Source: an optimization exercise on an open RTL-to-GDS flow (aim: small area). Production flows keep margins and buffers that such runs may drop.
Only simulation tests tie the RTL to the original design; equivalence was not proved.
No driver is modelled on the clock port, so clocking that relies on it looks cheaper here than on a real chip.
Power figures rest on the tool's default switching activity, not on a simulated workload.

<file path="design/flow/design.v">
module sync_controller(
	input clk,
	input rst,
	input bkgd_in,
	input start_sync,
	output [19:0] sync_length,
	output reg ready,
	output reg [2:0] state
);
localparam S_IDLE = 3'd0;
localparam S_SENDING_SYNC = 3'd1;
localparam S_WAITING_FOR_SETTLE = 3'd2;
localparam S_WAITING_FOR_PULL_LOW = 3'd3;
localparam S_COUNTING_SYNC = 3'd4;
reg [19:0] cnt;
wire inverted = state == S_SENDING_SYNC || state == S_WAITING_FOR_SETTLE ||
	(state == S_IDLE && !ready);
assign sync_length = {cnt[19:13] & {7{!inverted}}, cnt[12:0] ^ {13{inverted}}};
wire down_zero = &cnt[12:0];
wire [19:0] cnt_inc = cnt + 1'd1;
always @(posedge clk) begin
	if (rst) begin
		state <= S_IDLE;
		cnt <= ~20'd6500;
		ready <= 0;
	end else if (start_sync) begin
		state <= S_SENDING_SYNC;
		cnt <= ~20'd6500;
		ready <= 0;
	end else begin
		case (state)
		S_SENDING_SYNC:
			if (down_zero) begin
				state <= S_WAITING_FOR_SETTLE;
				cnt[12:0] <= ~13'h0f;
			end else
				cnt <= cnt_inc;
		S_WAITING_FOR_SETTLE:
			if (down_zero) begin
				state <= S_WAITING_FOR_PULL_LOW;
				cnt <= 20'd0;
			end else
				cnt <= cnt_inc;
		S_WAITING_FOR_PULL_LOW:
			if (!bkgd_in)
				state <= S_COUNTING_SYNC;
		S_COUNTING_SYNC:
			if (bkgd_in) begin
				state <= S_IDLE;
				ready <= 1;
			end else
				cnt <= cnt_inc;
		default: ;
		endcase
	end
end
endmodule
module bdc_clk_pulse_generator(
	input clk,
	input rst,
	output bdc_clk_pulse,
	input [19:0] sync_length,
	input set_sync_length
);
reg [13:0] counter;
reg [19:0] target_time;  
reg [6:0] frac;
reg carry;
reg stall;
assign bdc_clk_pulse = counter == 0;
wire at_end = counter > target_time[19:7];
always @(posedge clk) begin
	if (rst) begin
		counter <= 0;
		target_time <= 0;
		frac <= 0;
		carry <= 0;
		stall <= 0;
	end else if (set_sync_length) begin
		target_time <= sync_length;
		frac <= sync_length[6:0];
		carry <= 0;
		stall <= 0;
		if (stall)
			counter <= counter + 1'd1;
	end else if (at_end && carry && !stall) begin
		stall <= 1;
	end else if (at_end) begin
		counter <= 0;
		stall <= 0;
		{carry, frac} <= frac + target_time[6:0];
	end else begin
		counter <= counter + 1'd1;
	end
end
endmodule
module bdm(
	input clk,
	input rst,
	input bkgd_in,
	output bkgd_out,
	output bkgd_is_high_z,
	output mcu_pwr,
	output mcu_vpp,
	input do_read,
	input do_write,
	input do_start_mcu,
	input do_stop_mcu,
	input do_delay,
	input do_echo_test,
	input do_enable_vpp,
	input do_disable_vpp,
	input do_echo_sync_value,
	input do_resync,
	input [7:0] data_in,
	output [7:0] data_out,
	output ready,
	output reg valid,
	output [3:0] debug
);
localparam ST_IDLE        = 4'd0;
localparam ST_BOOT_SEND   = 4'd1;   
localparam ST_BOOT_STABLE = 4'd2;   
localparam ST_SYNC_START  = 4'd3;   
localparam ST_SYNCING     = 4'd4;
localparam ST_W_SEND      = 4'd5;
localparam ST_W_WAIT      = 4'd6;   
localparam ST_R_RX        = 4'd7;
localparam ST_R_REPLY     = 4'd8;   
localparam ST_R_BIT       = 4'd9;
localparam ST_R_DONE      = 4'd10;
localparam ST_ONE         = 4'd11;  
localparam ST_DELAY       = 4'd12;
localparam ST_ESYNC_HI    = 4'd13;
localparam ST_ESYNC_LO    = 4'd14;
localparam ST_SET_CLOCK   = 4'd15;  
reg [3:0] state;
reg [10:0] timer;
reg [7:0] data;
reg pwr;
reg vpp_enabled;
wire [19:0] sync_count;
wire [2:0] sync_state;
wire sync_ready;
wire bdc_clk_pulse;
sync_controller sync_controller(
	.clk(clk),
	.rst(rst || do_stop_mcu || do_resync),
	.bkgd_in(bkgd_in),
	.start_sync(state == ST_SYNC_START),
	.sync_length(sync_count),
	.ready(sync_ready),
	.state(sync_state)
);
bdc_clk_pulse_generator bdc_clk_pulse_generator(
	.clk(clk),
	.rst(rst),
	.bdc_clk_pulse(bdc_clk_pulse),
	.sync_length(sync_count),
	.set_sync_length(state == ST_SET_CLOCK)
);
assign debug = {1'b0, sync_state};
assign bkgd_out = 1'd0;
assign mcu_pwr = pwr;
assign mcu_vpp = vpp_enabled;
wire sync_sending = sync_state == 3'd1;
assign bkgd_is_high_z = !(state == ST_BOOT_SEND || state == ST_W_WAIT || state == ST_R_REPLY ||
	((state == ST_SYNC_START || state == ST_SYNCING) && sync_sending));
assign ready = (state == ST_IDLE || state == ST_SET_CLOCK) && !do_start_mcu && !do_stop_mcu && !do_read && !do_write &&
	!do_delay && !do_echo_test && !do_echo_sync_value && !do_resync;
assign data_out =
	state == ST_ESYNC_HI ? sync_count[15:8] :
	state == ST_ESYNC_LO ? sync_count[7:0] :
	data;
wire timer_zero = timer == 11'd0;
wire tclk_zero = timer[3:0] == 4'd0;
wire bits_left = |timer[7:4];
wire [10:0] timer_dec = timer - 1'd1;
always @(posedge clk) begin
	valid <= 0;
	if (rst) begin
		state <= ST_IDLE;
		vpp_enabled <= 0;
		pwr <= 0;
	end else begin
		if (state == ST_IDLE && sync_state == 3'd0 && !sync_ready)
			pwr <= 0;
		case (state)
		ST_IDLE:
			if (do_start_mcu) begin
				state <= ST_BOOT_SEND;
				timer <= 11'd1451;
			end else if (do_read) begin
				state <= ST_R_RX;
				timer <= 11'd128;
			end else if (do_write) begin
				state <= ST_W_SEND;
				timer <= 11'd128;
				data <= data_in;
			end else if (do_delay) begin
				state <= ST_DELAY;
				timer <= {3'd0, data_in[3:0], 4'd0};
			end else if (do_echo_test) begin
				state <= ST_ONE;
				data <= data_in;
				valid <= 1;
			end else if (do_enable_vpp) begin
				vpp_enabled <= 1;
			end else if (do_disable_vpp) begin
				vpp_enabled <= 0;
			end else if (do_echo_sync_value) begin
				state <= ST_ESYNC_HI;
				valid <= 1;
			end else if (do_resync) begin
				state <= ST_SYNC_START;
			end
		ST_BOOT_SEND: begin
			if (timer == 11'd1201)
				pwr <= 1;
			if (timer_zero) begin
				state <= ST_BOOT_STABLE;
				timer <= 11'd501;
			end else
				timer <= timer_dec;
		end
		ST_BOOT_STABLE:
			if (timer_zero)
				state <= ST_SYNC_START;
			else
				timer <= timer_dec;
		ST_SYNC_START, ST_SYNCING:
			if (sync_ready)
				state <= ST_SET_CLOCK;
			else
				state <= ST_SYNCING;
		ST_W_SEND, ST_W_WAIT, ST_R_RX, ST_R_REPLY, ST_R_BIT:
			if (!tclk_zero) begin
				if (bdc_clk_pulse)
					timer <= timer_dec;
			end else case (state)
			ST_W_SEND:
				if (bits_left) begin
					state <= ST_W_WAIT;
					timer <= {timer_dec[10:4], data[7] ? 4'd4 : 4'd14};
				end else
					state <= ST_ONE;
			ST_W_WAIT: begin
				state <= ST_W_SEND;
				timer[3:0] <= data[7] ? 4'd14 : 4'd4;
				data <= {data[6:0], bkgd_in};
			end
			ST_R_RX:
				if (bits_left) begin
					state <= ST_R_REPLY;
					timer <= {timer_dec[10:4], 4'd3};
				end else
					state <= ST_R_DONE;
			ST_R_REPLY: begin
				state <= ST_R_BIT;
				timer[3:0] <= 4'd7;
			end
			default: begin  
				state <= ST_R_RX;
				timer[3:0] <= 4'd6;
				data <= {data[6:0], bkgd_in};
			end
			endcase
		ST_R_DONE: begin
			state <= ST_IDLE;
			valid <= 1;
		end
		ST_DELAY:
			if (timer_zero)
				state <= ST_IDLE;
			else
				timer <= timer_dec;
		ST_ESYNC_HI: begin
			state <= ST_ESYNC_LO;
			valid <= 1;
		end
		default:  
			state <= ST_IDLE;
		endcase
	end
end
endmodule
</file>
<file path="design/flow/flow/run.sh">
#!/bin/bash
# Own layout flow: the standard flow (standard.sh) with two changes.
# 1. Synthesis: ABC maps the combinational logic with an area-oriented script
#    (abc_area.script) in place of ORFS's delay-oriented abc_speed.script; the
#    script copy below differs from ORFS's scripts in that one file only.
#    Everything before ABC (registers, their names and cells) is unchanged.
# 2. Placement: the port buffers that buffer_ports adds are buf_1 cells.
# Every other step is the standard flow's. Each tool's output goes to a log
# here (run_synth.log, run_layout.log) and under orfs/logs/.
set -euo pipefail
W=$(pwd)
S="$W/orfs_scripts_area"
rm -rf "$S"
cp -r "$FLOW_HOME/scripts" "$S"
cp "$W/flow/abc_area.script" "$S/abc_speed.script"
bash "$W/standard.sh" SCRIPTS_DIR="$S" synth > "$W/run_synth.log" 2>&1
bash "$W/standard.sh" BUFFER_PORTS_ARGS="-buffer_cell sky130_fd_sc_hd__buf_1" finish > "$W/run_layout.log" 2>&1
</file>
<file path="design/flow/flow/abc_area.script">
strash
&get -n
&deepsyn -J 200 -T 250
&put
dch -f
amap
</file>
<file path="design/flow/standard.sh">
#!/bin/bash
# synth_recipe.tcl (not shown) runs the flow's synth.tcl, then flattens the netlist and writes it again
# the make line also repeats each setting of config.mk as NAME=value (left out here)
make -C /OpenROAD-flow-scripts/flow DESIGN_CONFIG=/design/flow/config.mk WORK_HOME=/design/flow/orfs CLKGATE_MAP_FILE= SYNTH_SCRIPT=/design/flow/synth_recipe.tcl "${@:-finish}"
</file>
<file path="design/flow/config.mk">
export PLATFORM = sky130hd
export DESIGN_NAME = bdm
export DESIGN_NICKNAME = bdm
export VERILOG_FILES = /design/flow/design.v
export SDC_FILE = /design/flow/constraint.sdc
export NUM_CORES = 4
export LEC_CHECK = 0
export CAP_MARGIN = 20
export CORE_MARGIN = 2
export CORE_UTILIZATION = 40
export CTS_BUF_LIST = sky130_fd_sc_hd__clkbuf_8
export SLEW_MARGIN = 20
</file>
<file path="design/flow/constraint.sdc">
create_clock -name core_clock -period 5.0 [get_ports {clk}]
set_input_delay 1.0000 -clock core_clock [delete_from_list [all_inputs] [get_ports {clk}]]
set_output_delay 1.0000 -clock core_clock [all_outputs]
set_load 0.01 [all_outputs]
</file>
==> results.txt, run 1 <==
- Status: timing/DRC/antenna clean
- Total of max-cap violations: 0
- DRT antenna net count: 0
- Yosys top cell area share: 29.6%
- Count leader, synth: nor2_1
- Setup tns final: 0 ns
- Switching pwr: 876 uW
- Post-Syn Area: 5010 sq um
- Max_slew headroom: 51.0%
- Placement row count: 40
- Syn avg cell area: 7.76 sq um
- Minimum clock period: 4.20 ns
- Clk slew on worst S/H paths: 0.10 ns
- Die H: 116 um
- Port Buffers: 36
- Final setup vio count: 0
- FF/Latch Area: 2050 sq um
- Post-synthesis sequential area ratio: 41.0%
- Bufs on Longest Clock Path: 2
- Setup Crit Path Kind: reg2out
- Async SR Flop Fraction: 0%
- Hold path start: bdc_clk_pulse_generator.target_time[5]
- Crit path DAT: 3.20 ns
- Actual slew at the worst max-slew pin: 0.732 ns
- Reg2reg setup slack: 1.06 ns
- Routed WL: 13.5 mm
- TritonCTS Buffers: 9
- Hold path cells: 1
- Switching portion of total power: 39.1%
- Top cells by count, synth: nor2_1, clkinv_1, dfxtp_1, o21ai_0, nand2_1
- Fill count: 1,244
- Ys flop type: dfxtp_1
- Final nets: 741
- Lkg Pwr: 2.01 nW
- Worst Setup End Kind: output port
- R2R Path End: bdc_clk_pulse_generator.counter[13]
- Drt pass-1 iters: 4
- Crit path max fanout: 11
- Layout cells sized above 1: 2.72%
- Worst Clk Skew: 0.0157 ns
- CTS sink cnt: 93
- Logic pwr share: 32.6%
- Routed via count: 4,740
- H-Tree Depth: 3
- Vias in the first global route: 4,418
- Peak VDD IR: 0.275 mV
- FF-to-FF path depth: 23
- Synth area leader: dfxtp_1
- Unique masters post-synth: 44
- Final slew viol count: 0
- Post-DR vias/cell: 5.47
- Final hold violation count: 0
- Yosys warning total: 3
- Placeable Area: 12,100 sq um
- Worst path required time: 4.00 ns
- HP Class: reg2reg
- Post-synth EDFFs: 19
- Root Buffer: clkbuf_8
- Synth Register Bits: 93
- Antenna fix cells: 0
- Remaining global-route overflow: 0
- CTS resizes: 0
- GRT Total Usage: 21.3%
- Pin count of the biggest net entering global routing: 23
- RSZ-0062 raised after global routing: false
- DIE WIDTH: 116 um
- Clk latency of the worst-skew pair: 0.38 ns
- Setup bufs post-CTS: 0
- Cells after synthesis: 645
- Total Power: 2.24 mW
- Startpoint Class: flop
- Gp weighted congestion: 0.952
- Register share of total power: 43.4%
- CTS hold repair buffers: 0
- Max Fclk: 238 MHz
- # DRC: 0
- Synth area leaders: dfxtp_1, edfxtp_1, nor2_1
- Clock power share: 24.1%
- Antenna violations before repair: 0
- Initial Util: 41.3%
- Area delta synth->final: 11.2%
- Wirelength per Cell: 15.5 um
- Final period util: 84.0%
- Hold Path End: bdc_clk_pulse_generator.target_time[5]
- Area occupied by multi-input gates: 2550 sq um
- DPL Wire Length: 10.5 mm
- Reg-to-Reg Start: bdc_clk_pulse_generator.target_time[8]
- First-pass GRT wire length: 22.3 mm
- I/O Pins: 39
- Starting DRT DRC Count: 316
- Pwr Density: 403 nW/um^2
- Die ar.: 13,400 sq um
- Int Power: 1.37 mW
- CTS tree: done
worst max-delay path: stages (launching register included):
cell and delay [ns]:
dfxtp_1 0.56, clkinv_1 0.25, nor2_1 0.19, clkinv_1 0.14
nor3_1 0.53, clkinv_1 0.28, nand2_1 0.25, nor2_1 0.07
a221oi_1 0.34, buf_1 0.20
sequential cells by signal, summed over array words and instances (netlist names):
name,flops
bdc_clk_pulse_generator.target_time,20
sync_controller.cnt,20
bdc_clk_pulse_generator.counter,14
timer,11
data,8
bdc_clk_pulse_generator.frac,7
state,4
sync_controller.state,3
bdc_clk_pulse_generator.carry,1
bdc_clk_pulse_generator.stall,1
pwr,1
sync_controller.ready,1
valid,1
vpp_enabled,1
logic make-up after synthesis:
group / Yosys count / synth area share [%]
other: 1 / 0.0749
DFF: 93 / 41.0
adders and majority gates: 26 / 6.65
and+or+nand+nor: 222 / 19.3
AOI/OAI and AO/OA: 197 / 24.9
buffers and inverters: 106 / 8.10
stage by stage:
stage                     setup slack, ns  util, %  cells  area, sq um  hold slack [ns]
after global placement              0.748     44.3    851         5360            0.439
final                               0.800     46.0    867         5570            0.467
after CTS                           0.850     46.0    867         5570            0.472
after floorplan                      1.22        -    646         5010            0.430
after detailed placement            0.621     44.3    851         5360            0.448
after global routing                0.495     46.0    867         5570            0.499
layout make-up:
cell class	count	share of cell area [%]
multi-input combinational	447	45.9
sequential	93	36.9
inverter	104	7.01
tap	168	3.78
timing repair buffer	39	2.83
clock buffer	9	2.23
clock inverter	7	1.42
layer usage:
layer,routed length (um),up-vias,track usage [%]
li1,-,2387,-
met1,6670,2194,30.3
met2,5830,139,32.2
met3,729,20,4.97
met4,244,0,6.35
met5,0,-,0
power by group through the flow:
stage | logic [mW] | registers [mW] | clock network [mW]
final | 0.731 | 0.973 | 0.540
after global routing | 0.830 | 0.985 | 0.582
after CTS | 0.727 | 0.972 | 0.554
after detailed placement | 0.722 | 0.987 | 0
after global placement | 0.725 | 0.987 | 0
after floorplan | 0.529 | 0.965 | 0
how the worst max path moves through the flow:
stage	from	end	slack, ns	depth (start not counted)
6_report	state[3]	data_out[0]	0.80	9
3_5_place_dp	bkgd_in	sync_controller.cnt[18]	0.62	18
2_1_floorplan	bkgd_in	sync_controller.cnt[18]	1.22	17
5_1_grt	state[3]	data_out[3]	0.49	9
3_3_place_gp	bkgd_in	sync_controller.cnt[18]	0.75	18
4_1_cts	state[3]	data_out[1]	0.85	9
placed cells by master, fill, tap and decap left out, drive strengths merged, types with 8 or more instances in the layout:
master  synthesis  final
a211oi         15     15
a21o            8      8
a21oi          41     41
a221oi          8      8
buf             2     39
clkbuf          0      9
clkinv        104    105
dfxtp          74     74
edfxtp         19     19
ha             25     25
nand2          50     50
nand3          13     13
nor2          105    105
nor3           20     20
nor4            8      8
o21a           10     10
o21ai          51     51
o22ai          29     29
==> run 2: changes to the inputs <==
==> design/flow/config.mk (replaced) <==
export PLATFORM = sky130hd
export DESIGN_NAME = bdm
export DESIGN_NICKNAME = bdm
export VERILOG_FILES = /design/flow/design.v
export SDC_FILE = /design/flow/constraint.sdc
export NUM_CORES = 4
export LEC_CHECK = 0
export CAP_MARGIN = 0
export CORE_MARGIN = 2
export CORE_UTILIZATION = 40
export CTS_BUF_LIST = sky130_fd_sc_hd__clkbuf_8
export SLEW_MARGIN = 0
==> run 2 against run 1 <==
Compared with the run above: sequential power hardly changed; power stayed put; critical path type unchanged; largest power group unchanged; worst setup slack stayed put; routed wire length stayed put; worst hold slack stayed put; synthesized cell count stayed put.
==> results.txt, run 2 <==
- I/O Pins: 39 (unchanged)
- Placement row count: 40 (unchanged)
- TritonCTS Buffers: 9 (unchanged)
- Met2 Usage GRT: 32.2% (unchanged)
- Int Power: 1.37 mW (unchanged)
- GRT Total Usage: 21.3% (unchanged)
- Max_slew headroom: 51.0% (unchanged)
- Gp weighted congestion: 0.952 (unchanged)
- Minimum clock period: 4.20 ns (unchanged)
- Die H: 116 um (unchanged)
- Setup bufs post-CTS: 0 (unchanged)
- Routed WL: 13.5 mm (unchanged)
- Placed cell areas: 5360 sq um (unchanged)
- Setup tns final: 0 ns (unchanged)
- Worst Setup End Kind: output port
- Lkg Pwr: 2.01 nW (unchanged)
- Max Fclk: 238 MHz (unchanged)
- Synth area leader: dfxtp_1
- Starting DRT DRC Count: 316 (unchanged)
- Routed via count: 4,740 (unchanged)
- Met3 Use GR: 4.97% (unchanged)
- Count leader, synth: nor2_1
- Final setup vio count: 0 (unchanged)
- Placeable Area: 12,100 sq um (unchanged)
- RSZ-0062 raised after global routing: false
- Peak VDD IR: 0.275 mV (unchanged)
- DIE WIDTH: 116 um (unchanged)
- Synth area leaders: dfxtp_1, edfxtp_1, nor2_1
- Pwr Density: 403 nW/um^2 (unchanged)
- Final period util: 84.0% (unchanged)
- Final slew viol count: 0 (unchanged)
- Post-Syn Area: 5010 sq um (unchanged)
- Post-DR vias/cell: 5.47 (unchanged)
- Worst path required time: 4.00 ns (about the same)
- CTS sink cnt: 93 (unchanged)
- Reg2reg setup slack: 1.06 ns (about the same)
- Most frequent cells in the layout: nor2_1, clkinv_1, dfxtp_1
- Antenna violations before repair: 0 (unchanged)
- Remaining global-route overflow: 0 (unchanged)
- Final hold violation count: 0 (unchanged)
- Fin area: 5570 sq um (unchanged)
- Vias in the first global route: 4,418 (unchanged)
- Logic pwr share: 32.6% (about the same)
- First-pass GRT wire length: 22.3 mm (unchanged)
- Startpoint Class: flop
- CTS resizes: 0 (unchanged)
- Top Registers: bdc_clk_pulse_generator.target_time x20, sync_controller.cnt x20, bdc_clk_pulse_generator.counter x14
- CTS tree: done
- Async SR Flop Fraction: 0% (unchanged)
- HP Class: reg2reg
- DRT antenna net count: 0 (unchanged)
- Total of max-cap violations: 0 (unchanged)
- Wirelength per Cell: 15.5 um (unchanged)
- Antenna fix cells: 0 (unchanged)
- Pin count of the biggest net entering global routing: 23 (unchanged)
- Clk latency of the worst-skew pair: 0.38 ns (about the same)
- Synth Register Bits: 93 (unchanged)
- Switching portion of total power: 39.1% (unchanged)
- Clk slew on worst S/H paths: 0.10 ns (about the same)
- Area delta synth->final: 11.2% (unchanged)
- Cells after synthesis: 645 (unchanged)
- Register share of total power: 43.4% (about the same)
- Met1 Track Usage GR: 30.3% (unchanged)
- Unique masters post-synth: 44 (unchanged)
- Status: timing/DRC/antenna clean
- Bufs on Longest Clock Path: 2 (unchanged)
- Setup Crit Path Kind: reg2out
- Actual slew at the worst max-slew pin: 0.732 ns (unchanged)
- Worst Clk Skew: 0.0157 ns (unchanged)
- H-Tree Depth: 3 (unchanged)
- Ys flop type: dfxtp_1
- Final nets: 741 (unchanged)
- Post-synth EDFFs: 19 (unchanged)
- Port Buffers: 36 (unchanged)
- Crit path max fanout: 11 (unchanged)
- CTS hold repair buffers: 0 (unchanged)
- DPL Wire Length: 10.5 mm (unchanged)
- # DRC: 0 (unchanged)
- Yosys warning total: 3 (unchanged)
- Worst hold slack: 0.467 ns (unchanged)
- Clock power share: 24.1% (about the same)
- Post-synthesis sequential area ratio: 41.0% (unchanged)
- Drt pass-1 iters: 4 (unchanged)
- Syn avg cell area: 7.76 sq um (unchanged)
- Switching pwr: 876 uW (unchanged)
- GRT Max-Usage Layer: met2
- Layout cells sized above 1: 2.72% (unchanged)
- Commonest non-fill, non-tap cell in the layout: nor2_1
- Crit path DAT: 3.20 ns (about the same)
- Yosys top cell area share: 29.6% (unchanged)
- Initial Util: 41.3% (unchanged)
- Top cells by count, synth: nor2_1, clkinv_1, dfxtp_1, o21ai_0, nand2_1
- Die ar.: 13,400 sq um (unchanged)
- Root Buffer: clkbuf_8
[run 2: cell counts after synthesis]
No cell type changed its count.
[run 2: through the flow]
stage	util, %	instances	power [mW]	worst slack (ns)
2_1_floorplan	-	646	1.49	1.22
3_3_place_gp	44.3	851	1.71	0.748
3_5_place_dp	44.3	851	1.71	0.621
4_1_cts	46.0	867	2.25	0.850
5_1_grt	46.0	867	2.40	0.495
6_report	46.0	867	2.24	0.800
[run 2: path summary, 6_finish.rpt]
path                                          start                                      to  depth (start not counted)
max                                        state[3]                             data_out[0]                          9
min          bdc_clk_pulse_generator.target_time[5]  bdc_clk_pulse_generator.target_time[5]                          1
max reg2reg  bdc_clk_pulse_generator.target_time[8]     bdc_clk_pulse_generator.counter[13]                         23
min reg2reg  bdc_clk_pulse_generator.target_time[5]  bdc_clk_pulse_generator.target_time[5]                          1
[run 2: kinds of logic (layout without fill, tap and decap cells)]
kind of cell	after synthesis	in the layout	synth area share, %
other	1	2	0.0749
adder cells (fa/ha/maj)	26	26	6.65
buffers and inverters	106	159	8.10
AO/OA/AOI/OAI	197	197	24.9
flip-flops	93	93	41.0
AND/OR/NAND/NOR	222	222	19.3
[run 2: cell type report]
| cell class | instances | area (sq um) |
|---|---|---|
| well taps | 168 | 210 |
| inverters | 104 | 390 |
| multi-input cells | 447 | 2550 |
| flip-flops and latches | 93 | 2050 |
| clock buffers | 9 | 124 |
| repair buffers | 39 | 158 |
| fillers | 1244 | 6550 |
| clock inverters | 7 | 78.8 |
[run 2: worst max-delay path, stage by stage, from the launching register on]
cell      delay, ns
dfxtp_1        0.56
clkinv_1       0.25
nor2_1         0.19
clkinv_1       0.14
nor3_1         0.53
clkinv_1       0.28
nand2_1        0.25
nor2_1         0.07
a221oi_1       0.34
buf_1          0.20
[run 2: power groups by stage]
| stage | clock [mW] | sequential (mW) | combinational (mW) |
|---|---|---|---|
| after global routing | 0.582 | 0.985 | 0.830 |
| after detailed placement | 0 | 0.987 | 0.722 |
| after floorplan | 0 | 0.965 | 0.529 |
| final | 0.540 | 0.973 | 0.731 |
| after global placement | 0 | 0.987 | 0.725 |
| after CTS | 0.554 | 0.972 | 0.727 |
[run 2: metal layers]
layer | routed length, um | part of all wire [%]
met1 | 6670 | 49
met4 | 244 | 1.8
met3 | 729 | 5.4
met5 | 0 | 0
met2 | 5830 | 43
==> run 3: changes to the inputs <==
==> design/flow/config.mk (replaced) <==
export PLATFORM = sky130hd
export DESIGN_NAME = bdm
export DESIGN_NICKNAME = bdm
export VERILOG_FILES = /design/flow/design.v
export SDC_FILE = /design/flow/constraint.sdc
export NUM_CORES = 4
export LEC_CHECK = 0
export CAP_MARGIN = 20
export CORE_MARGIN = 2
export CORE_UTILIZATION = 40
export CTS_BUF_LIST = sky130_fd_sc_hd__clkbuf_8
export CTS_CLUSTER_DIAMETER = 150
export CTS_CLUSTER_SIZE = 40
export SLEW_MARGIN = 20
==> run 3 against run 2 <==
Compared with the run above: highest routed layer unchanged; global-route usage unchanged; fmax unchanged; flip-flop and latch count unchanged; still clean on timing, DRC and antenna; power unchanged; clock skew unchanged; register-to-register slack about the same; clock power about the same; clock-buffer cell count unchanged; routed wire length unchanged; die area unchanged; non-clock buffer count unchanged; worst setup slack unchanged; largest cell class unchanged.
==> results.txt, run 3 <==
- Final hold violation count: 0 (unchanged)
- Bufs on Longest Clock Path: 2 (unchanged)
- GRT Total Usage: 21.3% (unchanged)
- Count leader, synth: nor2_1
- Peak VDD IR: 0.275 mV (unchanged)
- Die H: 116 um (unchanged)
- Startpoint Class: flop
- Pwr Density: 403 nW/um^2 (unchanged)
- Post-synth EDFFs: 19 (unchanged)
- Routed WL: 13.5 mm (unchanged)
- Most frequent cells in the layout: nor2_1, clkinv_1, dfxtp_1
- Async SR Flop Fraction: 0% (unchanged)
- Drt pass-1 iters: 4 (unchanged)
- Cell family with most CP delay: simple AND/OR/NAND/NOR gates
- Unique masters post-synth: 44 (unchanged)
- Starting DRT DRC Count: 316 (unchanged)
- Gp weighted congestion: 0.952 (unchanged)
- Syn avg cell area: 7.76 sq um (unchanged)
- Top cells by count, synth: nor2_1, clkinv_1, dfxtp_1, o21ai_0, nand2_1
- Worst Setup End Kind: output port
- Setup Crit Path Kind: reg2out
- Layout cells sized above 1: 2.72% (unchanged)
- Reg2reg setup slack: 1.06 ns (about the same)
- TritonCTS Buffers: 9 (unchanged)
- Hold path cells: 1 (unchanged)
- Yosys top cell area share: 29.6% (unchanged)
- Setup slack after layout: 0.800 ns (unchanged)
- HP Class: reg2reg
- Worst Clk Skew: 0.0157 ns (unchanged)
- Antenna violations before repair: 0 (unchanged)
- First-pass GRT wire length: 22.3 mm (unchanged)
- CTS resizes: 0 (unchanged)
- CTS sink cnt: 93 (unchanged)
- Crit path DAT: 3.20 ns (about the same)
- Final nets: 741 (unchanged)
- Largest stage delay on the critical path: 0.56 ns (about the same)
- Placeable Area: 12,100 sq um (unchanged)
- Crit-path most repeated cell: clkinv_1
- I/O Pins: 39 (unchanged)
- DPL Wire Length: 10.5 mm (unchanged)
- Port Buffers: 36 (unchanged)
- Pin count of the biggest net entering global routing: 23 (unchanged)
- Routed via count: 4,740 (unchanged)
- Placement row count: 40 (unchanged)
- Minimum clock period: 4.20 ns (unchanged)
- Ys flop type: dfxtp_1
- Status: timing/DRC/antenna clean
- Final setup vio count: 0 (unchanged)
- Post-DR vias/cell: 5.47 (unchanged)
- Synth Register Bits: 93 (unchanged)
- Yosys warning total: 3 (unchanged)
- Critical path's slowest cell: dfxtp_1
- # DRC: 0 (unchanged)
- Synth area leaders: dfxtp_1, edfxtp_1, nor2_1
- Actual slew at the worst max-slew pin: 0.732 ns (unchanged)
- Cells after synthesis: 645 (unchanged)
- R2R Path End: bdc_clk_pulse_generator.counter[13]
- Antenna fix cells: 0 (unchanged)
- Wirelength per Cell: 15.5 um (unchanged)
- Post-Syn Area: 5010 sq um (unchanged)
- Max_slew headroom: 51.0% (unchanged)
- Remaining global-route overflow: 0 (unchanged)
- Max Fclk: 238 MHz (unchanged)
- CTS hold repair buffers: 0 (unchanged)
- Worst path required time: 4.00 ns (about the same)
- Final period util: 84.0% (unchanged)
- DIE WIDTH: 116 um (unchanged)
- Die ar.: 13,400 sq um (unchanged)
- Hold path start: bdc_clk_pulse_generator.target_time[5]
- RSZ-0062 raised after global routing: false
- Initial Util: 41.3% (unchanged)
- Synth area leader: dfxtp_1
- Reg-to-Reg Start: bdc_clk_pulse_generator.target_time[8]
- Setup tns final: 0 ns (unchanged)
- Hold Path End: bdc_clk_pulse_generator.target_time[5]
- Top Registers: bdc_clk_pulse_generator.target_time x20, sync_controller.cnt x20, bdc_clk_pulse_generator.counter x14
- Area delta synth->final: 11.2% (unchanged)
- Buf/Inv on CP: 4 (unchanged)
- Commonest non-fill, non-tap cell in the layout: nor2_1
- Clk latency of the worst-skew pair: 0.38 ns (about the same)
- Total of max-cap violations: 0 (unchanged)
- Clk slew on worst S/H paths: 0.10 ns (about the same)
- Root Buffer: clkbuf_8
- Crit path cell chain: clkinv_1 -> nor2_1 -> clkinv_1 -> nor3_1 -> clkinv_1 -> nand2_1 -> nor2_1 -> a221oi_1 -> buf_1
- Pre-CTS worst setup slack: 0.621 ns (unchanged)
- Post-synthesis sequential area ratio: 41.0% (unchanged)
- Final slew viol count: 0 (unchanged)
- CTS tree: done
- DRT antenna net count: 0 (unchanged)
- Crit path max fanout: 11 (unchanged)
- Setup bufs post-CTS: 0 (unchanged)
- FF-to-FF path depth: 23 (unchanged)
- Lkg Pwr: 2.01 nW (unchanged)
- H-Tree Depth: 3 (unchanged)
- Vias in the first global route: 4,418 (unchanged)
==> run 3: metal layers <==
metal  wire length, um  track usage, %  share of wire (%)
met1              6670            30.3                 49
met2              5830            32.2                 43
met3               729            4.97                5.4
met4               244            6.35                1.8
met5                 0               0                  0
==> run 3: how the worst max path moves through the flow <==
stage,slack [ns],end,start,cells after the start
6_report,0.80,data_out[0],state[3],9
5_1_grt,0.49,data_out[3],state[3],9
4_1_cts,0.85,data_out[1],state[3],9
3_5_place_dp,0.62,sync_controller.cnt[18],bkgd_in,18
3_3_place_gp,0.75,sync_controller.cnt[18],bkgd_in,18
2_1_floorplan,1.22,sync_controller.cnt[18],bkgd_in,17
==> run 3: report_power, final <==
part | total, mW | switching [mW] | internal (mW) | leakage, nW
registers | 0.973 | 0.0829 | 0.890 | 0.777
clock network | 0.540 | 0.302 | 0.238 | 0.101
logic | 0.731 | 0.492 | 0.240 | 1.13
total | 2.24 | 0.876 | 1.37 | 2.01
==> run 3: area by class of cell <==
type,count,area (sq um)
timing repair buffer,39,158
clock buffer,9,124
clock inverter,7,78.8
multi-input combinational,447,2550
tap,168,210
fill,1244,6550
sequential,93,2050
inverter,104,390
==> run 3: cell families after synthesis <==
| kind of cell | Yosys count | synth area share [%] |
|---|---|---|
| simple gates | 222 | 19.3 |
| flops | 93 | 41.0 |
| other cells | 1 | 0.0749 |
| compound gates | 197 | 24.9 |
| fa+ha+maj | 26 | 6.65 |
| buf+inv | 106 | 8.10 |
==> run 3: per-stage QoR <==
stage          total power [mW]  hold slack [ns]  instance area, sq um  utilization (%)  instances
6_report                   2.24            0.467                  5570             46.0        867
5_1_grt                    2.40            0.499                  5570             46.0        867
4_1_cts                    2.25            0.472                  5570             46.0        867
2_1_floorplan              1.49            0.430                  5010                -        646
3_5_place_dp               1.71            0.448                  5360             44.3        851
3_3_place_gp               1.71            0.439                  5360             44.3        851
==> run 4: changes to the inputs <==
--- a/design/flow/config.mk
+++ b/design/flow/config.mk
@@ -7,8 +7,7 @@
 export LEC_CHECK = 0
 export CAP_MARGIN = 20
 export CORE_MARGIN = 2
-export CORE_UTILIZATION = 40
+export CORE_UTILIZATION = 65
 export CTS_BUF_LIST = sky130_fd_sc_hd__clkbuf_8
-export CTS_CLUSTER_DIAMETER = 150
-export CTS_CLUSTER_SIZE = 40
+export PLACE_DENSITY = 0.75
 export SLEW_MARGIN = 20
==> run 4 against run 3 <==
Compared with the run above: still clean; cell count shrank 7.6%; critical path depth is the same; die area down 37%; fmax shrank 1.8%; worst setup slack lost 0.075 ns; routed wire length fell by 4.3%; critical endpoint is now data_out[1].
==> results.txt, run 4 <==
- Status: timing/DRC/antenna clean
- Die ar.: 8420 sq um (-37%)
- Setup bufs post-CTS: 0 (unchanged)
- Yosys top cell area share: 29.6% (unchanged)
- Pwr Density: 415 nW/um^2 (+3.0%)
- Wirelength per Cell: 16.1 um (+3.6%)
- DRT antenna net count: 0 (unchanged)
- Worst path required time: 4.00 ns (about the same)
- GRT Total Usage: 31.8% (+10 points)
- Drt pass-1 iters: 5 (+1)
- Max_slew headroom: 51.0% (about the same)
- DPL Wire Length: 10.1 mm (-4.3%)
- Cells after synthesis: 645 (unchanged)
- Hold path cells: 1 (unchanged)
- Vias in the first global route: 4,508 (+2.0%)
- Final nets: 741 (unchanged)
- Post-synthesis compound-gate area fraction: 24.9% (unchanged)
- Post-synth EDFFs: 19 (unchanged)
- Clk slew on worst S/H paths: 0.10 ns (about the same)
- Bufs on Longest Clock Path: 2 (unchanged)
- Final period util: 85.5% (+1.5 points)
- Antenna violations before repair: 0 (unchanged)
- Crit path max fanout: 11 (unchanged)
- Fin area: 5510 sq um (-1.1%)
- RSZ-0062 raised after global routing: false
- Synth Register Bits: 93 (unchanged)
- Placeable Area: 7610 sq um (-37%)
- HP Class: reg2reg
- Most frequent cells in the layout: nor2_1, clkinv_1, dfxtp_1
- Die H: 91.8 um (-21%)
- Peak VDD IR: 0.359 mV (+30%)
- Post-synthesis xor/xnor area fraction: 0% (unchanged)
- Placement row count: 32 (-20%)
- Reg-to-Reg Start: bdc_clk_pulse_generator.target_time[8]
- Crit path DAT: 3.28 ns (+0.08 ns)
- First-pass GRT wire length: 21.5 mm (-3.2%)
- Layout Utilization: 72.4% (+26 points)
- Synth area leader: dfxtp_1
- DIE WIDTH: 91.8 um (-21%)
- Mux contribution to synthesized area: 0% (unchanged)
- Layout cells sized above 1: 2.72% (unchanged)
- Simple-Gate Fraction of Synth Area: 19.3% (unchanged)
- CTS tree: done
- # DRC: 0 (unchanged)
- Ys flop type: dfxtp_1
- Unique masters post-synth: 44 (unchanged)
- Final slew viol count: 0 (unchanged)
- Count leader, synth: nor2_1
- Worst Clk Skew: 0.0125 ns (-0.00321 ns)
- CP Launch Point: state[3]
- Minimum clock period: 4.28 ns (+0.0751 ns)
- Synth area leaders: dfxtp_1, edfxtp_1, nor2_1
- Gp weighted congestion: 0.979 (+2.8%)
- Total of max-cap violations: 0 (unchanged)
- Fill count: 645 (-48%)
- Final setup vio count: 0 (unchanged)
- Setup Crit Path Kind: reg2out
- Hold path start: bdc_clk_pulse_generator.target_time[6]
- Async SR Flop Fraction: 0% (unchanged)
- TritonCTS Buffers: 9 (unchanged)
- Top cells by count, synth: nor2_1, clkinv_1, dfxtp_1, o21ai_0, nand2_1
- Total Power: 2.29 mW (+1.9%)
- CTS sink cnt: 93 (unchanged)
- Post-DR vias/cell: 6.09 (+11%)
- Commonest non-fill, non-tap cell in the layout: nor2_1
- Clk latency of the worst-skew pair: 0.36 ns (-0.02 ns)
- Remaining global-route overflow: 0 (unchanged)
- Max Fclk: 234 MHz (-1.8%)
- Routed via count: 4,882 (+3.0%)
- Syn avg cell area: 7.76 sq um (unchanged)
- H-Tree Depth: 3 (unchanged)
- Initial Util: 65.8% (+24 points)
- I/O Pins: 39 (unchanged)
- Largest family of logic cells by synthesized area: compound AO/OA/AOI/OAI gates
- Setup tns final: 0 ns (unchanged)
- Starting DRT DRC Count: 323 (+2.2%)
- Root Buffer: clkbuf_8
- Yosys warning total: 3 (unchanged)
- Worst Setup End Kind: output port
- CTS hold repair buffers: 0 (unchanged)
- Pin count of the biggest net entering global routing: 23 (unchanged)
- Area delta synth->final: 9.99%
- Post-synthesis sequential area ratio: 41.0% (unchanged)
- Lkg Pwr: 2.02 nW (+0.50%)
- Placed cell areas: 5280 sq um (-1.5%)
- Top Registers: bdc_clk_pulse_generator.target_time x20, sync_controller.cnt x20, bdc_clk_pulse_generator.counter x14
- Post-Syn Area: 5010 sq um (unchanged)
- Routed WL: 12.9 mm (-4.3%)
- FF-to-FF path depth: 23 (unchanged)
- Actual slew at the worst max-slew pin: 0.729 ns (-0.00327 ns)
- Final hold violation count: 0 (unchanged)
- Startpoint Class: flop
- Antenna fix cells: 0 (unchanged)
- Synth Area in Adders: 6.65% (unchanged)
- Port Buffers: 36 (unchanged)
- CTS resizes: 0 (unchanged)
## run 4: cell counts after synthesis
No cell type changed its count.
## run 4: per-stage QoR
step                hold slack [ns]  std cells  worst slack, ns
CTS                           0.471        801            0.830
detailed placement            0.447        785            0.649
global placement              0.438        785            0.836
finish                        0.470        801            0.725
floorplan                     0.430        646             1.22
global route                  0.501        801            0.444
## run 4: logic make-up after synthesis
| kind of cell | after synthesis |
|---|---|
| simple gates | 222 |
| compound gates | 197 |
| buf+inv | 106 |
| flops | 93 |
| fa+ha+maj | 26 |
| other cells | 1 |
## run 4: final timing paths
kind              slack [ns]                                endpoint
setup / recovery        0.72                             data_out[1]
hold / removal          0.47  bdc_clk_pulse_generator.target_time[6]
hold reg to reg         0.47  bdc_clk_pulse_generator.target_time[6]
setup reg to reg        0.99     bdc_clk_pulse_generator.counter[13]
## run 4: cell type report
cell class | instances | area (sq um) | share of cell area [%]
clock buffer | 9 | 124 | 2.25
tap | 102 | 128 | 2.32
clock inverter | 7 | 103 | 1.86
timing repair buffer | 39 | 158 | 2.86
sequential | 93 | 2050 | 37.3
inverter | 104 | 390 | 7.09
multi-input combinational | 447 | 2550 | 46.4
## run 4: per-layer routing
metal  vias to the layer above  part of all wire [%]  routed length (um)  global-route usage [%]
met5                         -                     0                   0                       0
met4                         0                   2.1                 277                    11.1
met3                        27                   7.1                 917                    4.35
met2                       197                    45                5810                    50.2
met1                      2265                    46                5900                    45.1
li1                       2393                     -                   -                       -
## run 4: report_power, final
part           internal [mW]  leakage, nW  switching (mW)  total [mW]
Clock                  0.289        0.111           0.287       0.576
Combinational          0.241         1.13           0.495       0.736
Sequential             0.890        0.777          0.0850       0.975
## run 4: worst max-delay path, cell delays in order, from the launching register on
cell      delay, ns
dfxtp_1        0.57
clkinv_1       0.29
nor2_1         0.21
clkinv_1       0.15
nor3_1         0.58
clkinv_1       0.30
nand2_1        0.26
nor2_1         0.07
a221oi_1       0.30
buf_1          0.19
==> run 5: changes to the inputs <==
==> design/flow/flow/abc_area.script (replaced) <==
strash
&get -n
&deepsyn -T 60
&put
dch -f
amap
--- a/design/flow/config.mk
+++ b/design/flow/config.mk
@@ -7,7 +7,6 @@
 export LEC_CHECK = 0
 export CAP_MARGIN = 20
 export CORE_MARGIN = 2
-export CORE_UTILIZATION = 65
+export CORE_UTILIZATION = 40
 export CTS_BUF_LIST = sky130_fd_sc_hd__clkbuf_8
-export PLACE_DENSITY = 0.75
 export SLEW_MARGIN = 20
==> run 5 against run 4 <==
Compared with the run above: still clean on timing, DRC and antenna; synthesized cell count unchanged; via count shrank 2.9%; fmax up 1.8%; sequential power about the same; non-clock buffer count did not move; combinational power is 0.7% lower; synthesized area did not move; critical path type unchanged.
==> results.txt, run 5 <==
- Status: timing/DRC/antenna clean
- Setup bufs post-CTS: 0 (unchanged)
- H-Tree Depth: 3 (unchanged)
- Cells after synthesis: 645 (unchanged)
- GRT Total Usage: 21.3% (-10 points)
- Minimum clock period: 4.20 ns (-0.0751 ns)
- Gp weighted congestion: 0.952 (-2.7%)
- Top cells by count, synth: nor2_1, clkinv_1, dfxtp_1, o21ai_0, nand2_1
- Async SR Flop Fraction: 0% (unchanged)
- Vias in the first global route: 4,418 (-2.0%)
- Routed via count: 4,740 (-2.9%)
- Max_slew headroom: 51.0% (about the same)
- Clk slew on worst S/H paths: 0.10 ns (about the same)
- Reg2reg setup slack: 1.06 ns (+0.07 ns)
- Root Buffer: clkbuf_8
- Routed WL: 13.5 mm (+4.4%)
- Peak VDD IR: 0.275 mV (-23%)
- Antenna fix cells: 0 (unchanged)
- DIE WIDTH: 116 um (+26%)
- Area delta synth->final: 11.2%
- RSZ-0062 raised after global routing: false
- Synth area leaders: dfxtp_1, edfxtp_1, nor2_1
- Drt pass-1 iters: 4 (-1)
- HP Class: reg2reg
- Post-Syn Area: 5010 sq um (unchanged)
- Crit path max fanout: 11 (unchanged)
- CTS tree: done
- Post-synthesis sequential area ratio: 41.0% (unchanged)
- Synth area leader: dfxtp_1
- Reg-to-Reg Start: bdc_clk_pulse_generator.target_time[8]
- Starting DRT DRC Count: 316 (-2.2%)
- Worst hold slack: 0.467 ns (-0.00219 ns)
- Pwr Density: 403 nW/um^2 (-2.9%)
- Max Fclk: 238 MHz (+1.8%)
- Startpoint Class: flop
- First-pass GRT wire length: 22.3 mm (+3.3%)
- CTS sink cnt: 93 (unchanged)
- Non-filler instance count after layout: 867 (+8.2%)
- Ys flop type: dfxtp_1
- Worst Setup End Kind: output port
- Initial Util: 41.3% (-24 points)
- Yosys top cell area share: 29.6% (unchanged)
- Placeable Area: 12,100 sq um (+59%)
- Clk latency of the worst-skew pair: 0.38 ns (+0.02 ns)
- Yosys warning total: 3 (unchanged)
- CTS resizes: 0 (unchanged)
- TritonCTS Buffers: 9 (unchanged)
- Final setup vio count: 0 (unchanged)
- Synth Register Bits: 93 (unchanged)
- R2R Path End: bdc_clk_pulse_generator.counter[13]
- Worst path required time: 4.00 ns (about the same)
- Inst Count DP: 851 (+8.4%)
- CP Launch Point: state[3]
- Top Registers: bdc_clk_pulse_generator.target_time x20, sync_controller.cnt x20, bdc_clk_pulse_generator.counter x14
- Die H: 116 um (+26%)
- Placement row count: 40 (+25%)
- Setup tns final: 0 ns (unchanged)
- Final slew viol count: 0 (unchanged)
- Actual slew at the worst max-slew pin: 0.732 ns (+0.00327 ns)
- # DRC: 0 (unchanged)
- Total of max-cap violations: 0 (unchanged)
- DRT antenna net count: 0 (unchanged)
- DPL Wire Length: 10.5 mm (+4.5%)
- Crit path DAT: 3.20 ns (-0.08 ns)
- Count leader, synth: nor2_1
- Lkg Pwr: 2.01 nW (-0.50%)
- Antenna violations before repair: 0 (unchanged)
- Final period util: 84.0% (-1.5 points)
- Layout cells sized above 1: 2.72% (unchanged)
- Wirelength per Cell: 15.5 um (-3.5%)
- Worst Clk Skew: 0.0157 ns (+0.00321 ns)
- Syn avg cell area: 7.76 sq um (unchanged)
- Port Buffers: 36 (unchanged)
- End of the critical path: data_out[0]
- Final hold violation count: 0 (unchanged)
- I/O Pins: 39 (unchanged)
- CTS hold repair buffers: 0 (unchanged)
- Unique masters post-synth: 44 (unchanged)
- FF-to-FF path depth: 23 (unchanged)
- Bufs on Longest Clock Path: 2 (unchanged)
- Remaining global-route overflow: 0 (unchanged)
- Setup Crit Path Kind: reg2out
- Final nets: 741 (unchanged)
- Post-DR vias/cell: 5.47 (-10%)
- Die ar.: 13,400 sq um (+59%)
- Most frequent cells in the layout: nor2_1, clkinv_1, dfxtp_1
- Post-synth EDFFs: 19 (unchanged)
- Commonest non-fill, non-tap cell in the layout: nor2_1
- Pin count of the biggest net entering global routing: 23 (unchanged)
run 5: how the worst min path moves through the flow:
stage | from | end | slack [ns] | depth (start not counted)
finish | bdc_clk_pulse_generator.target_time[5] | bdc_clk_pulse_generator.target_time[5] | 0.47 | 1
global route | bdc_clk_pulse_generator.target_time[0] | bdc_clk_pulse_generator.target_time[0] | 0.50 | 1
CTS | bdc_clk_pulse_generator.target_time[5] | bdc_clk_pulse_generator.target_time[5] | 0.47 | 1
detailed placement | bdc_clk_pulse_generator.target_time[5] | bdc_clk_pulse_generator.target_time[5] | 0.45 | 1
global placement | bdc_clk_pulse_generator.target_time[0] | bdc_clk_pulse_generator.target_time[0] | 0.44 | 1
floorplan | bdc_clk_pulse_generator.target_time[6] | bdc_clk_pulse_generator.target_time[6] | 0.43 | 1
run 5: kinds of logic after synthesis:
| logic type | count (synthesis) | share of synthesized area, % |
|---|---|---|
| flip-flops | 93 | 41.0 |
| adder cells (fa/ha/maj) | 26 | 6.65 |
| AND/OR/NAND/NOR | 222 | 19.3 |
| other | 1 | 0.0749 |
| AO/OA/AOI/OAI | 197 | 24.9 |
| buffers and inverters | 106 | 8.10 |
run 5: layer usage:
metal,global-route usage (%),wire (um)
met4,6.35,244
met3,4.97,729
met2,32.2,5830
met1,30.3,6670
met5,0,0
run 5: area by class of cell:
class	count	area, sq um
clock buffers	9	124
clock inverters	7	78.8
fillers	1244	6550
inverters	104	390
multi-input cells	447	2550
flip-flops and latches	93	2050
well taps	168	210
repair buffers	39	158
run 5: stage by stage:
step | setup WS [ns] | util (%) | cell area [sq um] | power, mW
final | 0.800 | 46.0 | 5570 | 2.24
after global routing | 0.495 | 46.0 | 5570 | 2.40
after CTS | 0.850 | 46.0 | 5570 | 2.25
after detailed placement | 0.621 | 44.3 | 5360 | 1.71
after global placement | 0.748 | 44.3 | 5360 | 1.71
after floorplan | 1.22 | - | 5010 | 1.49
run 5: power by group:
group          leakage (nW)  switching, mW  internal (mW)  total, mW
logic                  1.13          0.492          0.240      0.731
clock network         0.101          0.302          0.238      0.540
registers             0.777         0.0829          0.890      0.973
run 5: worst max-delay path: stages (launching register included):
cell,delay (ns)
dfxtp_1,0.56
clkinv_1,0.25
nor2_1,0.19
clkinv_1,0.14
nor3_1,0.53
clkinv_1,0.28
nand2_1,0.25
nor2_1,0.07
a221oi_1,0.34
buf_1,0.20
==> run 6: changes to the inputs <==
--- a/design/flow/flow/run.sh
+++ b/design/flow/flow/run.sh
@@ -14,4 +14,4 @@
 cp -r "$FLOW_HOME/scripts" "$S"
 cp "$W/flow/abc_area.script" "$S/abc_speed.script"
 bash "$W/standard.sh" SCRIPTS_DIR="$S" synth > "$W/run_synth.log" 2>&1
-bash "$W/standard.sh" BUFFER_PORTS_ARGS="-buffer_cell sky130_fd_sc_hd__buf_1" finish > "$W/run_layout.log" 2>&1
+bash "$W/standard.sh" BUFFER_PORTS_ARGS="-buffer_cell sky130_fd_sc_hd__buf_1" CTS_ARGS="-sink_clustering_enable -repair_clock_nets -buf_list sky130_fd_sc_hd__clkbuf_8 -dont_use_dummy_load" finish > "$W/run_layout.log" 2>&1
==> design/flow/flow/abc_area.script (replaced) <==
strash
&get -n
&deepsyn -J 200 -T 250
&put
dch -f
amap
==> run 6 against run 5 <==
Compared with the run above: clock power fell by 24%; register-to-register slack improved by 0.02 ns; flip-flop and latch count did not move; non-clock buffer count did not move; die area did not move; clock skew rose by 0.021 ns; sequential share of layout area rose by 0.53 points; via count rose by 0.27%; clock-buffer cell count did not move; core utilization fell by 0.65 points; critical path type unchanged.
==> results.txt, run 6 <==
- Status: timing/DRC/antenna clean
- Most frequent cells in the layout: nor2_1, clkinv_1, dfxtp_1
- H-Tree Depth: 3 (unchanged)
- Count leader, synth: nor2_1
- Worst Clk Skew: 0.0369 ns (+0.0212 ns)
- Synth Register Bits: 93 (unchanged)
- Critical path's slowest cell: dfxtp_1
- Worst Setup End Kind: output port
- TritonCTS Buffers: 9 (unchanged)
- Setup bufs post-CTS: 0 (unchanged)
- # DRC: 0 (unchanged)
- Wirelength per Cell: 15.6 um (+0.60%)
- First-pass GRT wire length: 22.1 mm (-0.62%)
- Cell family with most CP delay: simple AND/OR/NAND/NOR gates
- Crit path max fanout: 11 (unchanged)
- CTS resizes: 0 (unchanged)
- Fill count: 1,255 (+0.88%)
- Setup tns final: 0 ns (unchanged)
- Routed WL: 13.4 mm (-0.22%)
- Routed via count: 4,753 (+0.27%)
- Top cells by count, synth: nor2_1, clkinv_1, dfxtp_1, o21ai_0, nand2_1
- CTS tree: done
- Unique masters post-synth: 44 (unchanged)
- Synth area leader: dfxtp_1
- Die H: 116 um (unchanged)
- Remaining global-route overflow: 0 (unchanged)
- Non-filler instance count after layout: 860 (-0.81%)
- Top Registers: bdc_clk_pulse_generator.target_time x20, sync_controller.cnt x20, bdc_clk_pulse_generator.counter x14
- Final slew viol count: 0 (unchanged)
- Crit path cell chain: clkinv_1 -> nor2_1 -> clkinv_1 -> nor3_1 -> clkinv_1 -> nand2_1 -> nor2_1 -> a221oi_1 -> buf_1
- FF/Latch Area: 2050 sq um (unchanged)
- Inst Count DP: 851 (unchanged)
- Final nets: 741 (unchanged)
- Buf/Inv on CP: 4 (unchanged)
- Antenna fix cells: 0 (unchanged)
- Root Buffer: clkbuf_8
- Area delta synth->final: 9.60%
- Initial Util: 41.3% (unchanged)
- Yosys warning total: 3 (unchanged)
- Async SR Flop Fraction: 0% (unchanged)
- HP Class: reg2reg
- Crit path DAT: 3.18 ns (-0.02 ns)
- Area occupied by multi-input gates: 2550 sq um (unchanged)
- Die ar.: 13,400 sq um (unchanged)
- Post-Syn Area: 5010 sq um (unchanged)
- Antenna violations before repair: 0 (unchanged)
- Cells after synthesis: 645 (unchanged)
- Pin count of the biggest net entering global routing: 23 (unchanged)
- Starting DRT DRC Count: 335 (+6.0%)
- Final period util: 83.5% (-0.50 points)
- Max_slew headroom: 50.8% (-0.27 points)
- Total of max-cap violations: 0 (unchanged)
- Layout cells sized above 1: 1.73% (-0.98 points)
- Crit-path most repeated cell: clkinv_1
- Pwr Density: 385 nW/um^2 (-4.4%)
- Clk latency of the worst-skew pair: 0.38 ns (about the same)
- Ys flop type: dfxtp_1
- Peak VDD IR: 0.258 mV (-6.1%)
- DPL Wire Length: 10.5 mm (unchanged)
- Post-DR vias/cell: 5.53 (+1.1%)
- Synth area leaders: dfxtp_1, edfxtp_1, nor2_1
- Setup Crit Path Kind: reg2out
- Commonest non-fill, non-tap cell in the layout: nor2_1
- DIE WIDTH: 116 um (unchanged)
- Bufs on Longest Clock Path: 2 (unchanged)
- Vias in the first global route: 4,396 (-0.50%)
- Post-synthesis sequential area ratio: 41.0% (unchanged)
- Placeable Area: 12,100 sq um (unchanged)
- Minimum clock period: 4.18 ns (-0.0252 ns)
- CTS sink cnt: 93 (unchanged)
- Yosys top cell area share: 29.6% (unchanged)
- Port Buffers: 36 (unchanged)
- Syn avg cell area: 7.76 sq um (unchanged)
- Largest stage delay on the critical path: 0.55 ns (about the same)
- I/O Pins: 39 (unchanged)
- Actual slew at the worst max-slew pin: 0.736 ns (+0.00402 ns)
- Worst path required time: 4.00 ns (about the same)
- DRT antenna net count: 0 (unchanged)
- Clk slew on worst S/H paths: 0.09 ns (about the same)
- RSZ-0062 raised after global routing: false
- Startpoint Class: flop
- Final setup vio count: 0 (unchanged)
- Placement row count: 40 (unchanged)
- Max Fclk: 240 MHz (+0.60%)
- Post-synth EDFFs: 19 (unchanged)
- Drt pass-1 iters: 4 (unchanged)
- GRT Total Usage: 21.2% (-0.097 points)
- Gp weighted congestion: 0.952 (unchanged)
- Lkg Pwr: 1.97 nW (-1.8%)
- Final hold violation count: 0 (unchanged)
- CTS hold repair buffers: 0 (unchanged)
[run 6: layout make-up]
cell class              instances  share of cell area [%]
multi-input cells             447                    46.5
inverters                     104                    7.11
flip-flops and latches         93                    37.4
well taps                     168                    3.83
clock buffers                   9                    2.26
repair buffers                 39                    2.87
[run 6: final timing paths]
check,slack (ns),cells past startpoint,from,to
max,0.82,9,state[3],data_out[3]
min,0.46,1,bdc_clk_pulse_generator.target_time[5],bdc_clk_pulse_generator.target_time[5]
max reg2reg,1.08,23,bdc_clk_pulse_generator.target_time[8],bdc_clk_pulse_generator.counter[13]
min reg2reg,0.46,1,bdc_clk_pulse_generator.target_time[5],bdc_clk_pulse_generator.target_time[5]
[run 6: through the flow]
stage / total power [mW] / hold slack [ns] / utilization, % / setup WS, ns / instance area [sq um]
2_1_floorplan: 1.49 / 0.430 / - / 1.22 / 5010
3_3_place_gp: 1.71 / 0.439 / 44.3 / 0.748 / 5360
3_5_place_dp: 1.71 / 0.448 / 44.3 / 0.621 / 5360
4_1_cts: 2.12 / 0.469 / 45.3 / 0.880 / 5490
5_1_grt: 2.27 / 0.499 / 45.3 / 0.526 / 5490
6_report: 2.11 / 0.464 / 45.3 / 0.825 / 5490
[run 6: report_power, final]
part	switching [mW]	internal, mW	total, mW
Sequential	0.0823	0.890	0.973
Combinational	0.493	0.240	0.733
Clock	0.248	0.162	0.410
[run 6: routing by layer]
metal,vias to the layer above,global-route usage [%],share of wire [%]
met5,-,0,0
met1,2215,30.3,50
met2,140,31.9,43
met3,19,5.13,5.6
li1,2379,-,-
met4,0,6.11,1.8
[run 6: logic make-up after synthesis]
family / count (synthesis) / share of synthesized area [%]
other: 1 / 0.0749
buffers and inverters: 106 / 8.10
DFF: 93 / 41.0
adders and majority gates: 26 / 6.65
and+or+nand+nor: 222 / 19.3
AOI/OAI and AO/OA: 197 / 24.9
==> run 7: changes to the inputs <==
--- a/design/flow/design.v
+++ b/design/flow/design.v
@@ -3,6 +3,8 @@
 	input rst,
 	input bkgd_in,
 	input start_sync,
+	output [19:0] count,       
+	output inverted,
 	output [19:0] sync_length,
 	output reg ready,
 	output reg [2:0] state
@@ -13,9 +15,10 @@
 localparam S_WAITING_FOR_PULL_LOW = 3'd3;
 localparam S_COUNTING_SYNC = 3'd4;
 reg [19:0] cnt;
-wire inverted = state == S_SENDING_SYNC || state == S_WAITING_FOR_SETTLE ||
+assign inverted = state == S_SENDING_SYNC || state == S_WAITING_FOR_SETTLE ||
 	(state == S_IDLE && !ready);
-assign sync_length = {cnt[19:13] & {7{!inverted}}, cnt[12:0] ^ {13{inverted}}};
+assign count = cnt;
+assign sync_length = inverted ? 20'd6500 : cnt;
 wire down_zero = &cnt[12:0];
 wire [19:0] cnt_inc = cnt + 1'd1;
 always @(posedge clk) begin
@@ -140,6 +143,8 @@
 reg pwr;
 reg vpp_enabled;
 wire [19:0] sync_count;
+wire [19:0] sync_cnt;
+wire sync_inverted;
 wire [2:0] sync_state;
 wire sync_ready;
 wire bdc_clk_pulse;
@@ -148,6 +153,8 @@
 	.rst(rst || do_stop_mcu || do_resync),
 	.bkgd_in(bkgd_in),
 	.start_sync(state == ST_SYNC_START),
+	.count(sync_cnt),
+	.inverted(sync_inverted),
 	.sync_length(sync_count),
 	.ready(sync_ready),
 	.state(sync_state)
@@ -168,10 +175,13 @@
 	((state == ST_SYNC_START || state == ST_SYNCING) && sync_sending));
 assign ready = (state == ST_IDLE || state == ST_SET_CLOCK) && !do_start_mcu && !do_stop_mcu && !do_read && !do_write &&
 	!do_delay && !do_echo_test && !do_echo_sync_value && !do_resync;
-assign data_out =
-	state == ST_ESYNC_HI ? sync_count[15:8] :
-	state == ST_ESYNC_LO ? sync_count[7:0] :
+wire echo_hi = state == ST_ESYNC_HI;
+wire echo_lo = state == ST_ESYNC_LO;
+wire [7:0] out_sel =
+	echo_hi ? {sync_cnt[15:13] & {3{!sync_inverted}}, sync_cnt[12:8]} :
+	echo_lo ? sync_cnt[7:0] :
 	data;
+assign data_out = out_sel ^ {{3{echo_lo && sync_inverted}}, {5{(echo_hi || echo_lo) && sync_inverted}}};
 wire timer_zero = timer == 11'd0;
 wire tclk_zero = timer[3:0] == 4'd0;
 wire bits_left = |timer[7:4];
==> design/flow/flow/run.sh (replaced) <==
#!/bin/bash
# Own layout flow: the standard flow (standard.sh) with these changes.
# 1. Synthesis: ABC maps the combinational logic with an area-oriented script
#    (abc_area.script) in place of ORFS's delay-oriented abc_speed.script; the
#    script copy below differs from ORFS's scripts in that one file only.
#    Everything before ABC (registers, their names and cells) is unchanged.
# 2. Placement: the port buffers that buffer_ports adds are buf_1 cells.
# 3. Clock tree: clkbuf_8 buffers (as config.mk's CTS_BUF_LIST) and no dummy
#    loads; the other clock_tree_synthesis options are ORFS's defaults.
# Every other step is the standard flow's. Each tool's output goes to a log
# here (run_synth.log, run_layout.log) and under orfs/logs/.
set -euo pipefail
W=$(pwd)
S="$W/orfs_scripts_area"
rm -rf "$S"
cp -r "$FLOW_HOME/scripts" "$S"
cp "$W/flow/abc_area.script" "$S/abc_speed.script"
bash "$W/standard.sh" SCRIPTS_DIR="$S" synth > "$W/run_synth.log" 2>&1
bash "$W/standard.sh" \
  BUFFER_PORTS_ARGS="-buffer_cell sky130_fd_sc_hd__buf_1" \
  CTS_ARGS="-sink_clustering_enable -repair_clock_nets -buf_list sky130_fd_sc_hd__clkbuf_8 -dont_use_dummy_load" \
  finish > "$W/run_layout.log" 2>&1
==> design/flow/flow/abc_area.script (replaced) <==
strash
&get -n
&deepsyn -J 200 -T 250
&put
&get -n
&dch -f
&nf -a -R 1000
&put
==> run 7 against run 6 <==
Compared with the run above: still clean on timing, DRC and antenna; worst setup slack better by 0.41 ns; register-to-register slack better by 0.34 ns; cell count shrank 7.7%; critical path depth decreased by 4; synthesized area is 0.90% lower; power decreased by 2.2%; clock power is 1% lower; first-iteration DRC count down 21%; clock-buffer cell count did not move; sequential power about the same; combinational power down 9.3%; global-route usage decreased by 0.21 points; largest power group unchanged.
==> results.txt, run 7 <==
- Total of max-cap violations: 0 (unchanged)
- Pin count of the biggest net entering global routing: 25 (+8.7%)
- Post-Syn Area: 4960 sq um (-0.90%)
- Startpoint Class: flop
- Post-synth EDFFs: 19 (unchanged)
- Hold Path End: bdc_clk_pulse_generator.target_time[8]
- Setup bufs post-CTS: 0 (unchanged)
- Routed via count: 4,507 (-5.2%)
- Starting DRT DRC Count: 266 (-21%)
- Syn avg cell area: 8.60 sq um (+11%)
- Mux contribution to synthesized area: 2.02% (+2.0 points)
- Worst path required time: 4.00 ns (about the same)
- Top cells by count, synth: dfxtp_1, nor2_1, nand2_1, a21oi_1, o21ai_0
- Gp weighted congestion: 0.833 (-13%)
- TritonCTS Buffers: 9 (unchanged)
- FF/Latch Area: 2050 sq um (unchanged)
- Clk latency of the worst-skew pair: 0.39 ns (about the same)
- Port Buffers: 36 (unchanged)
- # DRC: 0 (unchanged)
- Ys flop type: dfxtp_1
- Setup tns final: 0 ns (unchanged)
- Simple-Gate Fraction of Synth Area: 23.1% (+3.8 points)
- I/O Pins: 39 (unchanged)
- Crit path DAT: 2.76 ns (-0.42 ns)
- HP Class: reg2reg
- FF-to-FF path depth: 18 (-22%)
- Reg-to-Reg Start: bdc_clk_pulse_generator.target_time[8]
- Count leader, synth: dfxtp_1
- GRT Total Usage: 21.0% (-0.21 points)
- Synth Register Bits: 93 (unchanged)
- Unique masters post-synth: 51 (+16%)
- Worst Setup End Kind: output port
- Die ar.: 13,300 sq um (-0.87%)
- Post-DR vias/cell: 5.68 (+2.7%)
- Commonest non-fill, non-tap cell in the layout: dfxtp_1
- Layout Utilization: 45.2% (-0.061 points)
- Hold path start: bdc_clk_pulse_generator.target_time[8]
- CTS hold repair buffers: 0 (unchanged)
- R2R Path End: bdc_clk_pulse_generator.counter[13]
- Final setup vio count: 0 (unchanged)
- Final period util: 75.2% (-8.3 points)
- Post-synthesis sequential area ratio: 41.4% (+0.37 points)
- Actual slew at the worst max-slew pin: 0.887 ns (+0.152 ns)
- Synth Area in Adders: 6.71% (+0.060 points)
- Clk slew on worst S/H paths: 0.08 ns (about the same)
- Antenna fix cells: 0 (unchanged)
- Reg2reg setup slack: 1.42 ns (+0.34 ns)
- Area delta synth->final: 9.98%
- Remaining global-route overflow: 0 (unchanged)
- Fill count: 1,251 (-0.32%)
- DIE WIDTH: 115 um (-0.44%)
- CTS tree: done
- Routed WL: 13.1 mm (-2.8%)
- Post-synthesis xor/xnor area fraction: 2.47% (+2.5 points)
- Max_slew headroom: 40.7% (-10 points)
- Total Power: 2.07 mW (-2.2%)
- Cells after synthesis: 577 (-11%)
- Hold path cells: 2 (+1)
- DPL Wire Length: 9.87 mm (-6.0%)
- Max Fclk: 266 MHz (+11%)
- Wirelength per Cell: 16.5 um (+5.3%)
- Lkg Pwr: 2.00 nW (+1.5%)
- Yosys top cell area share: 29.9% (+0.27 points)
- Pwr Density: 379 nW/um^2 (-1.6%)
- Status: timing/DRC/antenna clean
- Inst Count DP: 785 (-7.8%)
- CTS sink cnt: 93 (unchanged)
- Peak VDD IR: 0.258 mV (about the same)
- Largest family of logic cells by synthesized area: simple AND/OR/NAND/NOR gates
- RSZ-0062 raised after global routing: false
- CTS resizes: 0 (unchanged)
- Most frequent cells in the layout: dfxtp_1, nor2_1, nand2_1
- Antenna violations before repair: 0 (unchanged)
- Placeable Area: 12,100 sq um (-0.41%)
- Top Registers: bdc_clk_pulse_generator.target_time x20, sync_controller.cnt x20, bdc_clk_pulse_generator.counter x14
- Area occupied by multi-input gates: 2800 sq um (+9.7%)
- Synth area leader: dfxtp_1
- Crit path max fanout: 20 (+9)
- Layout cells sized above 1: 2.24% (+0.50 points)
- Non-filler instance count after layout: 794 (-7.7%)
- Yosys warning total: 3 (unchanged)
- Final hold violation count: 0 (unchanged)
- Minimum clock period: 3.76 ns (-0.414 ns)
- Synth area leaders: dfxtp_1, edfxtp_1, ha_1
- Placement row count: 40 (unchanged)
- Async SR Flop Fraction: 0% (unchanged)
- Setup Crit Path Kind: reg2out
- Die H: 115 um (-0.44%)
- Worst Clk Skew: 0.0223 ns (-0.0146 ns)
- Vias in the first global route: 4,376 (-0.45%)
- Final nets: 675 (-8.9%)
- First-pass GRT wire length: 21.7 mm (-1.8%)
- Initial Util: 41.1% (-0.20 points)
- DRT antenna net count: 0 (unchanged)
- Post-synthesis compound-gate area fraction: 22.0% (-2.9 points)
- Final slew viol count: 0 (unchanged)
- Drt pass-1 iters: 5 (+1)
-- run 7: changes by cell type after synthesis, moves of 10 or more --
| cell | delta |
|---|---|
| clkinv_1 | -78 |
| o21ai_0 | -17 |
| nand2_1 | +10 |
| nor2b_1 | +11 |
| a211oi_1 | -10 |
| o22ai_1 | -23 |
| nor2_1 | -44 |
| a22o_1 | +14 |
-- run 7: cell families (layout without fill, tap and decap cells) --
family	Yosys count	in the layout
and+or+nand+nor	238	238
AOI/OAI and AO/OA	168	168
DFF	93	93
buffers and inverters	28	76
adders and majority gates	26	26
xor gates and xnor gates	14	14
muxes	9	9
other	1	2
-- run 7: through the flow --
stage               area (sq um)  hold slack (ns)  setup slack [ns]
floorplan                   4970            0.423              1.53
global placement            5330            0.435              1.53
detailed placement          5330            0.443              1.44
CTS                         5460            0.455              1.27
global route                5460            0.475             0.972
finish                      5460            0.450              1.24
-- run 7: how the worst max path moves through the flow --
| stage | from | to | slack (ns) | depth (start not counted) |
|---|---|---|---|---|
| after global routing | bdc_clk_pulse_generator.target_time[8] | bdc_clk_pulse_generator.counter[13] | 0.97 | 18 |
| after floorplan | sync_controller.state[0] | data_out[7] | 1.53 | 4 |
| after detailed placement | bdc_clk_pulse_generator.target_time[8] | bdc_clk_pulse_generator.counter[13] | 1.44 | 18 |
| final | state[3] | data_out[7] | 1.24 | 5 |
| after CTS | state[3] | data_out[7] | 1.27 | 5 |
| after global placement | bdc_clk_pulse_generator.target_time[8] | bdc_clk_pulse_generator.counter[13] | 1.53 | 18 |
-- run 7: cell type report --
type / count / share of cell area [%]
Multi-Input combinational cell: 457 / 51.3
Timing Repair Buffer: 41 / 3.16
Tap cell: 168 / 3.85
Inverter: 26 / 1.79
Sequential cell: 93 / 37.6
Clock buffer: 9 / 2.27
-- run 7: worst max-delay path, stage by stage, from the launching register on --
cell and delay [ns]:
dfxtp_1 0.72, nand2_1 0.20, nor3b_1 0.60, nor2_1 0.26, a221o_1 0.45, buf_1 0.15
-- run 7: layer usage --
metal  vias up  GRT usage [%]  part of all wire [%]
li1       2238              -                     -
met1      2104           27.3                    45
met2       146           34.7                    47
met3        19           4.69                   6.0
met4         0           6.75                   2.1
met5         -              0                     0
-- run 7: power breakdown --
group | internal (mW) | switching, mW | total (mW)
clock | 0.162 | 0.243 | 0.404
combinational | 0.250 | 0.415 | 0.665
sequential | 0.883 | 0.117 | 1.00

## separate check: timing with driven ports
No port has a modelled driver above. Below, the same layouts with a new extraction and two added sets of constraints.
Step 1 sets driving cells, clkbuf_16 on the clock port and buf_2 on the other inputs (assumed; they add their load-dependent delay and slew).
Step 2 also shifts input and output timing later by t, the mid clock arrival at the registers, as if the neighbouring blocks saw the same clock.
Slacks: ideal ports / drivers / drivers and shift; pairs: ideal ports / drivers.
| run | t, ns | slack for setup (ns) |
|---|---|---|
| run 1 | 0.408 | 0.800 / 0.765 / 0.557 |
| run 2 | 0.408 | 0.800 / 0.765 / 0.557 |
| run 3 | 0.408 | 0.800 / 0.765 / 0.557 |
| run 4 | 0.394 | 0.725 / 0.689 / 0.563 |
| run 5 | 0.408 | 0.800 / 0.765 / 0.557 |
| run 6 | 0.397 | 0.825 / 0.790 / 0.556 |
| run 7 | 0.408 | 1.239 / 1.207 / 1.423 |
After both steps setup and hold are still met in every run listed.
